What follows belongs to an exercise in optimizing a design on an open flow for small area; a production flow would make more cautious choices.
The RTL was checked by simulation tests, not by an equivalence proof against the original design.
Power is estimated from default activity; no workload was simulated.

== JK ==
Design cf_cpu, start of the top module:
module cf_cpu (
	input wire clk,
	input wire rst_n,
	output wire [16:0] bus_address,
	output wire bus_wr_en,
	output wire bus_io_flag,
	output wire bus_burst,
	output wire [15:0] bus_data_in,
	output wire bus_enable,
	input wire bus_ready,
	input wire [15:0] bus_data_out
);
clock: 10.0 ns
lec_check: 0
abc_area: 1
cap_margin: 20
core_margin: 2
core_utilization: 40
slew_margin: 20
buffer_ports_args: -buffer_cell sky130_fd_sc_hd__buf_1
cts_args: -sink_clustering_enable -repair_clock_nets -dont_use_dummy_load -buf_list sky130_fd_sc_hd__clkbuf_8
standard.sh (not shown) runs the stock make flow with config.mk's settings and CLKGATE_MAP_FILE= SYNTH_SCRIPT=/design/flow/synth_recipe.tcl, a recipe that flattens the netlist after the stock synthesis.
==> flow/flow/run.sh <==
#!/bin/bash
# Layout flow: the standard synthesis; then yosys/abc re-maps the
# combinational logic for area, keeping every flip-flop instance (name and
# cell type) as the standard synthesis made it; then the standard ORFS steps
# with buf_1 port buffers and a clock tree of clkbuf_8 without dummy loads.
# Each tool's output goes to a log of its own in this folder.
set -euo pipefail
cat >> config.mk <<'EOF'
export BUFFER_PORTS_ARGS = -buffer_cell sky130_fd_sc_hd__buf_1
export CTS_ARGS = -sink_clustering_enable -repair_clock_nets -dont_use_dummy_load -buf_list sky130_fd_sc_hd__clkbuf_8
EOF
bash standard.sh synth > synth.log 2>&1
R=orfs/results/${FLOW_PLATFORM}/cf_cpu/base
YOSYS=yosys
if [[ -x ${FLOW_HOME}/../tools/install/yosys/bin/yosys ]]; then YOSYS=${FLOW_HOME}/../tools/install/yosys/bin/yosys; fi
cp ${R}/1_2_yosys.v ${R}/1_2_yosys_std.v
REMAP_LIB=${FLOW_HOME}/platforms/sky130hd/lib/sky130_fd_sc_hd__tt_025C_1v80.lib \
REMAP_IN=${R}/1_2_yosys_std.v REMAP_OUT=${R}/1_2_yosys.v REMAP_ABC=flow/area.abc \
  ${YOSYS} -c flow/remap.tcl > remap.log 2>&1
rm -f ${R}/1_synth.odb ${R}/1_synth.sdc
bash standard.sh synth > synth_odb.log 2>&1
bash standard.sh > finish.log 2>&1
==> flow/flow/area.abc <==
strash
dch -f
map -a
strash
dch -f
map -a
topo
==> flow/flow/remap.tcl <==
# Re-map the combinational logic of a synthesized sky130hd netlist for area,
# keeping every flip-flop instance (name and cell type) as it is.
yosys -import
set lib $::env(REMAP_LIB)
set in  $::env(REMAP_IN)
set out $::env(REMAP_OUT)
read_liberty -ignore_miss_func -ignore_miss_data_latch $lib
read_verilog $in
hierarchy -top cf_cpu
set ffs [list sky130_fd_sc_hd__dfxtp_1 sky130_fd_sc_hd__edfxtp_1 sky130_fd_sc_hd__dfxtp_2 sky130_fd_sc_hd__dfxtp_4 sky130_fd_sc_hd__edfxtp_1 sky130_fd_sc_hd__dfrtp_1 sky130_fd_sc_hd__dfstp_2 sky130_fd_sc_hd__dfrtp_2 sky130_fd_sc_hd__dfrtp_4 sky130_fd_sc_hd__dfstp_1 sky130_fd_sc_hd__dfstp_4 sky130_fd_sc_hd__sdfxtp_1 sky130_fd_sc_hd__conb_1]
foreach f $ffs { catch { setattr -mod -set keep_hierarchy 1 $f } }
flatten
yosys rename -hide w:*.*
opt_clean -purge
stat
abc -script $::env(REMAP_ABC) -liberty $lib -dont_use sky130_fd_sc_hd__lpflow_* -dont_use sky130_fd_sc_hd__probe*
splitnets
opt_clean -purge
hilomap -singleton -hicell sky130_fd_sc_hd__conb_1 HI -locell sky130_fd_sc_hd__conb_1 LO
foreach f $ffs { catch { blackbox $f } }
stat -liberty $lib
write_verilog -noattr -noexpr -nohex -nodec $out
#### Input delta (MS over JK)
- GPL_TIMING_DRIVEN newly set to 0
==> flow/flow/area.abc <==
strash
fraig
resub
dc2
drw
resub
dch -f
map -a
strash
dch -f
amap
topo
Notes after the runs:
Largest vdd supply drop: MS higher than JK. Compared with JK, MS shows a higher sequential cell area share. Going from JK to MS, the die area was shrunk.
> inputs changed (MS -> AL)
- a deleted GPL_TIMING_DRIVEN that had been 0
Notes after the runs:
AL: PASS, flow complete, no timing, DRC or antenna violations. Taking MS as the reference, in AL clock skew decreased by 0.019 ns relative to the old numbers, post-detailed-routing wire length grew by about 3%, post-layout instance count excluding filler cells increased by 0.62% relative to the old numbers. Density: AL denser than MS.

---

Setup of run 1:
Another version of the RTL of cf_cpu (not shown whole).
Size: roughly 900 cells after synthesis, roughly 56 I/O pins.
export LEC_CHECK = 0
export ABC_AREA = 1
export CAP_MARGIN = 20
export CORE_MARGIN = 2
export CORE_UTILIZATION = 40
export SLEW_MARGIN = 20
export BUFFER_PORTS_ARGS = -buffer_cell sky130_fd_sc_hd__buf_1
export CTS_ARGS = -sink_clustering_enable -repair_clock_nets -dont_use_dummy_load -buf_list sky130_fd_sc_hd__clkbuf_8
create_clock -name core_clock -period 10.0 [get_ports {clk}]
==> flow/flow/run.sh <==
#!/bin/bash
# Layout flow: the standard flow, with smaller port buffers and a clock tree
# built without dummy loads.  Each tool's output goes to a log of its own.
set -e
cp standard.sh standard_sh_copy.log
cat >> config.mk <<'EOF'
export BUFFER_PORTS_ARGS = -buffer_cell sky130_fd_sc_hd__buf_1
export CTS_ARGS = -sink_clustering_enable -repair_clock_nets -dont_use_dummy_load -buf_list sky130_fd_sc_hd__clkbuf_8
EOF
bash standard.sh > standard.log 2>&1
Both conditions hold for run 1: the flow ran to the end and the final layout passed the timing, design-rule and antenna checks.
Here is what was changed in the inputs of run 2 compared with run 1.
==> flow/flow/run.sh <==
#!/bin/bash
# Layout flow: the standard synthesis; then yosys/abc re-maps the
# combinational logic for area, keeping every flip-flop instance (name and
# cell type) as the standard synthesis made it; then the standard ORFS steps
# with buf_1 port buffers and a clock tree of clkbuf_8 without dummy loads.
# Each tool's output goes to a log of its own in this folder.
set -euo pipefail
cat >> config.mk <<'EOF'
export BUFFER_PORTS_ARGS = -buffer_cell sky130_fd_sc_hd__buf_1
export CTS_ARGS = -sink_clustering_enable -repair_clock_nets -dont_use_dummy_load -buf_list sky130_fd_sc_hd__clkbuf_8
EOF
bash standard.sh synth > synth.log 2>&1
R=orfs/results/${FLOW_PLATFORM}/cf_cpu/base
YOSYS=yosys
if [[ -x ${FLOW_HOME}/../tools/install/yosys/bin/yosys ]]; then YOSYS=${FLOW_HOME}/../tools/install/yosys/bin/yosys; fi
cp ${R}/1_2_yosys.v ${R}/1_2_yosys_std.v
REMAP_LIB=${FLOW_HOME}/platforms/sky130hd/lib/sky130_fd_sc_hd__tt_025C_1v80.lib \
REMAP_IN=${R}/1_2_yosys_std.v REMAP_OUT=${R}/1_2_yosys.v REMAP_ABC=flow/area.abc \
  ${YOSYS} -c flow/remap.tcl > remap.log 2>&1
rm -f ${R}/1_synth.odb ${R}/1_synth.sdc
bash standard.sh synth > synth_odb.log 2>&1
bash standard.sh > finish.log 2>&1
==> flow/flow/area.abc (new file) <==
strash
dch -f
map -a
strash
dch -f
map -a
topo
==> flow/flow/remap.tcl (new file) <==
# Re-map the combinational logic of a synthesized sky130hd netlist for area,
# keeping every flip-flop instance (name and cell type) as it is.
yosys -import
set lib $::env(REMAP_LIB)
set in  $::env(REMAP_IN)
set out $::env(REMAP_OUT)
read_liberty -ignore_miss_func -ignore_miss_data_latch $lib
read_verilog $in
hierarchy -top cf_cpu
set ffs [list sky130_fd_sc_hd__dfxtp_1 sky130_fd_sc_hd__edfxtp_1 sky130_fd_sc_hd__dfxtp_2 sky130_fd_sc_hd__dfxtp_4 sky130_fd_sc_hd__edfxtp_1 sky130_fd_sc_hd__dfrtp_1 sky130_fd_sc_hd__dfstp_2 sky130_fd_sc_hd__dfrtp_2 sky130_fd_sc_hd__dfrtp_4 sky130_fd_sc_hd__dfstp_1 sky130_fd_sc_hd__dfstp_4 sky130_fd_sc_hd__sdfxtp_1 sky130_fd_sc_hd__conb_1]
foreach f $ffs { catch { setattr -mod -set keep_hierarchy 1 $f } }
flatten
yosys rename -hide w:*.*
opt_clean -purge
stat
abc -script $::env(REMAP_ABC) -liberty $lib -dont_use sky130_fd_sc_hd__lpflow_* -dont_use sky130_fd_sc_hd__probe*
splitnets
opt_clean -purge
hilomap -singleton -hicell sky130_fd_sc_hd__conb_1 HI -locell sky130_fd_sc_hd__conb_1 LO
foreach f $ffs { catch { blackbox $f } }
stat -liberty $lib
write_verilog -noattr -noexpr -nohex -nodec $out
Notes after the runs:
| final cell count | higher: run 1 |. Overall global routing resource usage came out higher on run 2 than on run 1. Summary of run 2 over run 1: critical path depth +15; synthesis-to-finish area growth +2.8 points. Run 2 vs run 1, most common library cell in the layout ignoring fill and taps: sky130_fd_sc_hd__nor2_1 vs sky130_fd_sc_hd__nand2_1. The met3 layer wire length in the routed design in run 2 is 1.2 times that in run 1. Run 2 ended with every stage complete and zero timing, DRC or antenna violations. Aggregate routed wire length deteriorates in run 2 relative to run 1.
What run 3 does differently from run 2 at the input level:
# run 2
export LEC_CHECK = 0
export ABC_AREA = 1
export CAP_MARGIN = 20
export CORE_MARGIN = 2
export CORE_UTILIZATION = 40
export SLEW_MARGIN = 20
export BUFFER_PORTS_ARGS = -buffer_cell sky130_fd_sc_hd__buf_1
export CTS_ARGS = -sink_clustering_enable -repair_clock_nets -dont_use_dummy_load -buf_list sky130_fd_sc_hd__clkbuf_8
create_clock -name core_clock -period 10.0 [get_ports {clk}]
# run 3
export LEC_CHECK = 0
export ABC_AREA = 1
export CAP_MARGIN = 20
export CORE_MARGIN = 2
export CORE_UTILIZATION = 40
export PLACE_DENSITY = 0.8
export SLEW_MARGIN = 20
export BUFFER_PORTS_ARGS = -buffer_cell sky130_fd_sc_hd__buf_1
export CTS_ARGS = -sink_clustering_enable -repair_clock_nets -dont_use_dummy_load -buf_list sky130_fd_sc_hd__clkbuf_8
create_clock -name core_clock -period 10.0 [get_ports {clk}]
==> flow/flow/run.sh <==
#!/bin/bash
# Layout flow: the standard flow, with smaller port buffers and a clock tree
# built without dummy loads.  Each tool's output goes to a log of its own.
set -e
cp standard.sh standard_sh_copy.log
cat >> config.mk <<'EOF'
export BUFFER_PORTS_ARGS = -buffer_cell sky130_fd_sc_hd__buf_1
export CTS_ARGS = -sink_clustering_enable -repair_clock_nets -dont_use_dummy_load -buf_list sky130_fd_sc_hd__clkbuf_8
EOF
bash standard.sh > standard.log 2>&1
removed: flow/flow/area.abc
removed: flow/flow/remap.tcl
==> comparison <==
- Number of signal-net buffers in the layout (run 3 over run 2): decrease, 8.2%
- Vertical extent of the die (run 3 over run 2): increase, 4.4%
- The number of sequential cells in the layout of run 2 and that of run 3 are within noise of each other.
- Run 2 -> run 3: switching power increased by a few percent
- Taking run 2 as the reference, in run 3 core utilization down 1.2 points; final worst slack up 1180 ps; routed wire length flat.

---

Another version of the RTL of cf_cpu (not shown whole).
For scale: ~180 flip-flops, about 0.0077 mm^2 of cells after synthesis.
Settings: LEC_CHECK=0, ABC_AREA=1, CAP_MARGIN=20, CORE_MARGIN=2, CORE_UTILIZATION=40, SLEW_MARGIN=20, BUFFER_PORTS_ARGS=-buffer_cell sky130_fd_sc_hd__buf_1, CTS_ARGS=-sink_clustering_enable -repair_clock_nets -dont_use_dummy_load; clock period 10.0 ns.
==> flow/flow/run.sh <==
#!/bin/bash
# Layout flow: the standard flow, with smaller port buffers and a clock tree
# built without dummy loads.  Each tool's output goes to a log of its own.
set -e
cp standard.sh standard_sh_copy.log
cat >> config.mk <<'EOF'
export BUFFER_PORTS_ARGS = -buffer_cell sky130_fd_sc_hd__buf_1
export CTS_ARGS = -sink_clustering_enable -repair_clock_nets -dont_use_dummy_load
EOF
bash standard.sh > standard.log 2>&1
Next try:
--- a/flow/flow/run.sh
+++ b/flow/flow/run.sh
@@ -8 +8 @@
-export CTS_ARGS = -sink_clustering_enable -repair_clock_nets -dont_use_dummy_load
+export CTS_ARGS = -sink_clustering_enable -repair_clock_nets -dont_use_dummy_load -buf_list sky130_fd_sc_hd__clkbuf_8
--- a/flow/config.mk
+++ b/flow/config.mk
@@ -14 +14 @@
-export CTS_ARGS = -sink_clustering_enable -repair_clock_nets -dont_use_dummy_load
+export CTS_ARGS = -sink_clustering_enable -repair_clock_nets -dont_use_dummy_load -buf_list sky130_fd_sc_hd__clkbuf_8
Via count is about the same.
Synthesized cell count does not change.
Non-clock buffer count does not change.
Utilization went down by 1.0 points.
Global-route usage went down by 0.17 points.
Cell area went down by 2.2%.
Wire length went down by 0.68%.
Sequential power barely changes.
Next try:
==> flow/run.sh (new file) <==
#!/bin/bash
# synth_recipe.tcl (not shown) runs the flow's synth.tcl, then flattens the netlist and writes it again
# the make line also repeats each setting of config.mk as NAME=value (left out here)
make -C /OpenROAD-flow-scripts/flow DESIGN_CONFIG=/design/flow/config.mk WORK_HOME=/design/flow/orfs CLKGATE_MAP_FILE= SYNTH_SCRIPT=/design/flow/synth_recipe.tcl finish
--- a/flow/config.mk
+++ b/flow/config.mk
@@ -8 +7,0 @@
-export ABC_AREA = 1
@@ -13,2 +11,0 @@
-export BUFFER_PORTS_ARGS = -buffer_cell sky130_fd_sc_hd__buf_1
-export CTS_ARGS = -sink_clustering_enable -repair_clock_nets -dont_use_dummy_load -buf_list sky130_fd_sc_hd__clkbuf_8
removed: flow/flow/run.sh
removed: flow/standard.sh
Non-clock buffer count came out higher by 17.
Register-to-register slack is worse by 0.68 ns.
Synthesized cell count came out higher by 4.1%.
Utilization came out higher by 2.1 points.
Worst setup slack is worse by 0.68 ns.
Next try:
--- a/flow/config.mk
+++ b/flow/config.mk
@@ -7,0 +8 @@
+export ABC_AREA = 1
Result:
- non-clock buffer count shrinks by 19
- final cell count went down by 1.6%
- synthesized cell count went down by 3.9%
- power went up by 2.2%
- register-to-register slack gets better by 0.76 ns

---

lane 2:
Another version of the RTL of cf_cpu (not shown whole).
Size in the first run: about 690 cells after synthesis, ~56 I/O pins, ~0.0065 mm² of cells after synthesis.
Design cf_cpu, start of the top module:
module cf_cpu (
	input wire clk,
	input wire rst_n,
	output wire [16:0] bus_address,
	output wire bus_wr_en,
	output wire bus_io_flag,
	output wire bus_burst,
	output wire [15:0] bus_data_in,
	output wire bus_enable,
	input wire bus_ready,
	input wire [15:0] bus_data_out
);
export LEC_CHECK = 0
export ABC_AREA = 1
export CAP_MARGIN = 20
export CORE_MARGIN = 2
export CORE_UTILIZATION = 40
export GPL_TIMING_DRIVEN = 0
export SLEW_MARGIN = 20
export BUFFER_PORTS_ARGS = -buffer_cell sky130_fd_sc_hd__buf_1
export CTS_ARGS = -sink_clustering_enable -repair_clock_nets -dont_use_dummy_load -buf_list sky130_fd_sc_hd__clkbuf_8
create_clock -name core_clock -period 10.0 [get_ports {clk}]
==> flow/flow/run.sh <==
#!/bin/bash
# Layout flow: the standard synthesis; then yosys/abc re-maps the
# combinational logic for area, keeping every flip-flop instance (name and
# cell type) as the standard synthesis made it; then the standard ORFS steps
# with buf_1 port buffers and a clock tree of clkbuf_8 without dummy loads.
# Each tool's output goes to a log of its own in this folder.
set -euo pipefail
cat >> config.mk <<'EOF'
export BUFFER_PORTS_ARGS = -buffer_cell sky130_fd_sc_hd__buf_1
export CTS_ARGS = -sink_clustering_enable -repair_clock_nets -dont_use_dummy_load -buf_list sky130_fd_sc_hd__clkbuf_8
EOF
bash standard.sh synth > synth.log 2>&1
R=orfs/results/${FLOW_PLATFORM}/cf_cpu/base
YOSYS=yosys
if [[ -x ${FLOW_HOME}/../tools/install/yosys/bin/yosys ]]; then YOSYS=${FLOW_HOME}/../tools/install/yosys/bin/yosys; fi
cp ${R}/1_2_yosys.v ${R}/1_2_yosys_std.v
REMAP_LIB=${FLOW_HOME}/platforms/sky130hd/lib/sky130_fd_sc_hd__tt_025C_1v80.lib \
REMAP_IN=${R}/1_2_yosys_std.v REMAP_OUT=${R}/1_2_yosys.v REMAP_ABC=flow/area.abc \
  ${YOSYS} -c flow/remap.tcl > remap.log 2>&1
rm -f ${R}/1_synth.odb ${R}/1_synth.sdc
bash standard.sh synth > synth_odb.log 2>&1
bash standard.sh > finish.log 2>&1
==> flow/flow/area.abc <==
strash
fraig
resub
dc2
drw
resub
dch -f
map -a
strash
dch -f
amap
topo
==> flow/flow/remap.tcl <==
# Re-map the combinational logic of a synthesized sky130hd netlist for area,
# keeping every flip-flop instance (name and cell type) as it is.
yosys -import
set lib $::env(REMAP_LIB)
set in  $::env(REMAP_IN)
set out $::env(REMAP_OUT)
read_liberty -ignore_miss_func -ignore_miss_data_latch $lib
read_verilog $in
hierarchy -top cf_cpu
set ffs [list sky130_fd_sc_hd__dfxtp_1 sky130_fd_sc_hd__edfxtp_1 sky130_fd_sc_hd__dfxtp_2 sky130_fd_sc_hd__dfxtp_4 sky130_fd_sc_hd__edfxtp_1 sky130_fd_sc_hd__dfrtp_1 sky130_fd_sc_hd__dfstp_2 sky130_fd_sc_hd__dfrtp_2 sky130_fd_sc_hd__dfrtp_4 sky130_fd_sc_hd__dfstp_1 sky130_fd_sc_hd__dfstp_4 sky130_fd_sc_hd__sdfxtp_1 sky130_fd_sc_hd__conb_1]
foreach f $ffs { catch { setattr -mod -set keep_hierarchy 1 $f } }
flatten
yosys rename -hide w:*.*
opt_clean -purge
stat
abc -script $::env(REMAP_ABC) -liberty $lib -dont_use sky130_fd_sc_hd__lpflow_* -dont_use sky130_fd_sc_hd__probe*
splitnets
opt_clean -purge
hilomap -singleton -hicell sky130_fd_sc_hd__conb_1 HI -locell sky130_fd_sc_hd__conb_1 LO
foreach f $ffs { catch { blackbox $f } }
stat -liberty $lib
write_verilog -noattr -noexpr -nohex -nodec $out
Lane 2 | stages: all done | timing, DRC, antenna: all pass
Input changes introduced in lane 3 (baseline for comparison: lane 2):
- PLACE_DENSITY now 0.75, previously not set
[summary]
Relative to lane 2, the clock tree skew after final layout of lane 3 is lower by 0.013 ns. Lane 3 vs. lane 2: met1 wire length fell by 8.0%; combinational power now smaller; peak per-stage delay on the critical path now smaller; global-route total usage across every layer down 2.5 points. Lane 3 against lane 2: worst hold-check slack now larger; clock latency of the later-clocked register in the worst-skew pair now smaller; global routing usage on met3 now larger; worst setup margin now larger; global-route wire length before repair now smaller. For final core utilization, lane 2 and lane 3 come out practically identical.

## re-timing with driven ports
How much do the figures lean on ideal ports? The routed layouts below were timed once more, with nothing changed but the port constraints. Step 1, drivers: a clkbuf_16 drives clk and a buf_2 each remaining input, both assumed. Step 2 also shifts input and output timing later by t, the mid clock arrival at the registers, as if the neighbouring blocks saw the same clock. a / b / c = ideal ports / drivers / drivers and shift; a / b = the first two.
run	shift t [ns]	slack for setup (ns)	worst hold slack (ns)	cell pins on the clock port's net
JK	0.478	4.295 / 4.258 / 4.736	0.306 / 0.306 / 0.306	1
MS	0.477	3.012 / 3.012 / 3.012	0.305 / 0.305 / 0.305	1
AL	0.480	3.999 / 3.999 / 3.999	0.297 / 0.297 / 0.297	1
run 1	0.472	4.862 / 4.822 / 5.294	0.310 / 0.310 / 0.310	1
run 2	0.490	3.732 / 3.732 / 3.732	0.300 / 0.300 / 0.300	1
run 3	0.479	4.913 / 4.872 / 5.253	0.300 / 0.300 / 0.300	1
the first run of note 3	0.461	4.922 / 4.922 / 4.922	0.307 / 0.307 / 0.307	1
the second run of note 3	0.464	4.883 / 4.883 / 4.883	0.306 / 0.306 / 0.306	1
the third run of note 3	0.476	4.206 / 4.206 / 4.206	0.325 / 0.325 / 0.325	1
the fourth run of note 3	0.479	4.743 / 4.698 / 4.971	0.323 / 0.323 / 0.323	1
lane 2	0.474	3.272 / 3.272 / 3.272	0.299 / 0.299 / 0.299	1
lane 3	0.457	3.326 / 3.326 / 3.326	0.306 / 0.306 / 0.306	1
After both steps setup and hold are still met in every run listed.
